What follows belongs to an exercise in optimizing a design on an open flow for small area and a short achievable clock period; a production flow would make more cautious choices. In this exercise RTL edits were held to simulation tests only and were not proved equivalent to the original. Power is estimated from default activity; no workload was simulated.

==> module cpu, before the edit <==
module cpu(
        input clk,
        input reset,
        input [31:0] op_code,
        output reg [31:0] im_addr
    );
    wire [6:0] opc = op_code[6:0];
    wire [2:0] f3  = op_code[14:12];
    wire [6:0] f7  = op_code[31:25];
    wire [4:0] rd  = op_code[11:7];
    wire [4:0] rs1 = op_code[19:15];
    wire [4:0] rs2 = op_code[24:20];
    wire is_op    = opc == 7'b0110011;
    wire is_imm   = opc == 7'b0010011;
    wire is_lui   = opc == 7'b0110111;
    wire is_auipc = opc == 7'b0010111;
    wire is_jal   = opc == 7'b1101111;
    wire is_jalr  = opc == 7'b1100111;
    wire is_br    = opc == 7'b1100011;
    wire is_sys   = opc == 7'b0000011 || opc == 7'b1110011 || opc == 7'b0001111;
    wire f7_0  = f7 == 7'b0000000;
    wire f7_32 = f7 == 7'b0100000;
    wire arith = is_imm || (is_op && (f7_0 || (f7_32 && (f3 == 3'd0 || f3 == 3'd5))));
    wire rd_e  = is_op || is_imm || is_lui || is_auipc || is_jal || is_jalr || is_sys;
    wire we    = rd_e && rd != 5'd0;
    wire imm2  = is_imm || is_jalr;
    wire [31:0] imm_i = {{20{op_code[31]}}, op_code[31:20]};
    reg [31:0] imm_p;
    always @(*) begin
        if (is_br)
            imm_p = {{20{op_code[31]}}, op_code[7], op_code[30:25], op_code[11:8], 1'b0};
        else if (is_jal)
            imm_p = {{12{op_code[31]}}, op_code[19:12], op_code[20], op_code[30:21], 1'b0};
        else
            imm_p = {op_code[31:12], 12'b0};
    end
    reg        rst_q;
    reg [31:0] a_q, b_q;        
    reg [31:0] imm_q;
    reg [4:0]  rd_q;
    reg        we_q;
    reg        add_q, sll_q, slt_q, sltu_q, sr_q;
    reg [3:0]  lg_q;            
    reg        lui_q, auipc_q, link_q, dead_q, sub_q, sra_q;
    reg        jal_q, jalr_q, beq_q, blt_q, bltu_q, binv_q;
    reg [31:0] rf [1:31];
    reg [31:0] rf1, rf2;
    integer i;
    always @(*) begin
        rf1 = 32'b0;
        rf2 = 32'b0;
        for (i = 1; i < 32; i = i + 1) begin
            rf1 = rf1 | ({32{rs1 == i}} & rf[i]);
            rf2 = rf2 | ({32{rs2 == i}} & rf[i]);
        end
    end
    wire ra_x = we_q && rs1 == rd_q;
    wire rb_x = we_q && rs2 == rd_q;
    wire [31:0] res;
    wire [31:0] ra = ra_x ? res : rf1;
    wire [31:0] rb = imm2 ? imm_i : rb_x ? res : rf2;
    always @(posedge clk) begin
        rst_q  <= reset;
        a_q    <= ra;
        b_q    <= rb;
        imm_q  <= imm_p;
        rd_q   <= rd;
        we_q   <= we;
        add_q  <= arith && f3 == 3'd0;
        sll_q  <= arith && f3 == 3'd1;
        slt_q  <= arith && f3 == 3'd2;
        sltu_q <= arith && f3 == 3'd3;
        sr_q   <= arith && f3 == 3'd5;
        lg_q   <= !(arith && f3[2] && f3 != 3'd5) ? 4'b0000 :
                  f3[1:0] == 2'b00 ? 4'b0110 :      
                  f3[1:0] == 2'b10 ? 4'b1110 :      
                                     4'b1000;       
        lui_q  <= is_lui;
        auipc_q <= is_auipc;
        link_q <= is_jal || is_jalr;
        dead_q <= is_sys;
        sub_q  <= is_op && f7_32 && f3 == 3'd0;
        sra_q  <= is_op && f7_32 && f3 == 3'd5;
        jal_q  <= is_jal;
        jalr_q <= is_jalr;
        beq_q  <= is_br && f3[2:1] == 2'b00;
        blt_q  <= is_br && f3[2:1] == 2'b10;
        bltu_q <= is_br && f3[2:1] == 2'b11;
        binv_q <= f3[0];
    end
    always @(posedge clk) begin
        if (we_q) rf[rd_q] <= res;
    end
    wire [31:0] a = a_q;
    wire [31:0] b = b_q;
    wire [31:0] bx  = b ^ {32{sub_q}};
    wire [31:0] sum = a + bx + {31'b0, sub_q};
    wire lt31 = a[30:0] < b[30:0];
    wire ltu = (a[31] ^ b[31]) ? b[31] : lt31;
    wire lt  = (a[31] ^ b[31]) ? a[31] : lt31;
    wire eq  = a == b;
    wire [31:0] shl = a << b[4:0];
    wire [31:0] shr = $signed({sra_q & a[31], a}) >>> b[4:0];
    wire [31:0] pc4   = im_addr + 32'd4;
    wire [31:0] pcimm = im_addr + imm_q;
    wire [31:0] early =
          ({32{lui_q}}   & imm_q)
        | ({32{auipc_q}} & pcimm)
        | ({32{link_q}}  & pc4)
        | ({32{dead_q}}  & 32'hdeadbeef);
    reg [31:0] lg;
    always @(*)
        for (i = 0; i < 32; i = i + 1)
            lg[i] = (lg_q[3] & a[i] & b[i]) | (lg_q[2] & a[i] & !b[i])
                  | (lg_q[1] & !a[i] & b[i]) | (lg_q[0] & !a[i] & !b[i]);
    wire [31:0] sh = ({32{sll_q}} & shl) | ({32{sr_q}} & shr);
    wire cmp = (slt_q & lt) | (sltu_q & ltu);
    assign res = ({32{add_q}} & sum) | lg | sh | early | {31'b0, cmp};
    wire taken = (beq_q && (eq ^ binv_q)) || (blt_q && (lt ^ binv_q)) || (bltu_q && (ltu ^ binv_q));
    always @(posedge clk) begin
        if (rst_q)       im_addr <= 32'h00010000;
        else if (jalr_q) im_addr <= sum;
        else if (jal_q || taken) im_addr <= pcimm;
        else             im_addr <= pc4;
    end
endmodule
clock: 10.0 ns
lec_check: 0
cap_margin: 20
core_margin: 2
core_utilization: 55
cts_buf_list: sky130_fd_sc_hd__clkbuf_16
cts_cluster_diameter: 80
cts_cluster_size: 24
place_density: 0.75
slew_margin: 20
standard.sh (not shown) runs the stock make flow with config.mk's settings and CLKGATE_MAP_FILE= SYNTH_SCRIPT=/design/flow/synth_recipe.tcl, a recipe that flattens the netlist after the stock synthesis.
==> flow/flow/run.sh <==
#!/bin/bash
# The standard ORFS layout (the standard.sh), with repair_timing asked for
# more setup slack than the clock period needs, so it keeps shortening the
# critical paths. The SDC, clock period and every other step are the standard flow's.
set -euo pipefail
bash standard.sh SETUP_SLACK_MARGIN=6.45 finish > standard.log 2>&1
The starting point completed with no timing, DRC or antenna violations.
Then changed:
--- a/flow/design.v
+++ b/flow/design.v
@@ -92,16 +92,29 @@
         if (we_q) rf[rd_q] <= res;
     end
     wire [31:0] a = a_q;
     wire [31:0] b = b_q;
     wire [31:0] bx  = b ^ {32{sub_q}};
     wire [31:0] sum = a + bx + {31'b0, sub_q};
-    wire lt31 = a[30:0] < b[30:0];
+    reg [30:0] cl, ce;
+    reg        lt31, eq31;
+    integer w;
+    always @(*) begin
+        cl = ~a[30:0] & b[30:0];
+        ce = ~(a[30:0] ^ b[30:0]);
+        for (w = 1; w < 31; w = w * 2)
+            for (i = 0; i + w < 31; i = i + 2 * w) begin
+                cl[i] = cl[i + w] | (ce[i + w] & cl[i]);
+                ce[i] = ce[i + w] & ce[i];
+            end
+        lt31 = cl[0];
+        eq31 = ce[0];
+    end
     wire ltu = (a[31] ^ b[31]) ? b[31] : lt31;
     wire lt  = (a[31] ^ b[31]) ? a[31] : lt31;
-    wire eq  = a == b;
+    wire eq  = !(a[31] ^ b[31]) & eq31;
     wire [31:0] shl = a << b[4:0];
     wire [31:0] shr = $signed({sra_q & a[31], a}) >>> b[4:0];
     wire [31:0] pc4   = im_addr + 32'd4;
     wire [31:0] pcimm = im_addr + imm_q;
     wire [31:0] early =
           ({32{lui_q}}   & imm_q)
Outcome: First-iteration DRC count drops by a little under a tenth. Power is higher by a few percent. Wire length shrinks slightly. Via count fell slightly. Sequential share of layout area rose by 0.38 points. Core utilization fell by 1.4 points. Die area grows slightly. Fmax rose by a few percent.

separate check: timing with driven ports:
The results above use ideal ports. As a check the final layouts listed here were re-extracted and re-timed, cells and wires unchanged.
Step 1 assumes that a clkbuf_16 drives the clock port and a buf_2 every other input.
Step 2 moves the port delays by t, midway between the first and last clock arrival at a register: inputs arrive t later, outputs are due t later. That takes back most of the time a late clock gives input paths.
Three values: no drivers, after step 1, after step 2; two values: the first two.
run	t (ns)	slack for setup (ns)	hold slack, ns	worst data-port slew with drivers (ns)
the first run	0.829	6.111 / 6.111 / 5.436	0.525 / 0.525 / 0.525	0.04
the second run	0.841	6.355 / 6.373 / 5.568	0.566 / 0.566 / 0.566	0.04
After both steps setup and hold are still met in every run listed. The setup slack of the second run, which loses most, moves by +0.018 ns with the drivers and by -0.787 ns with both steps.
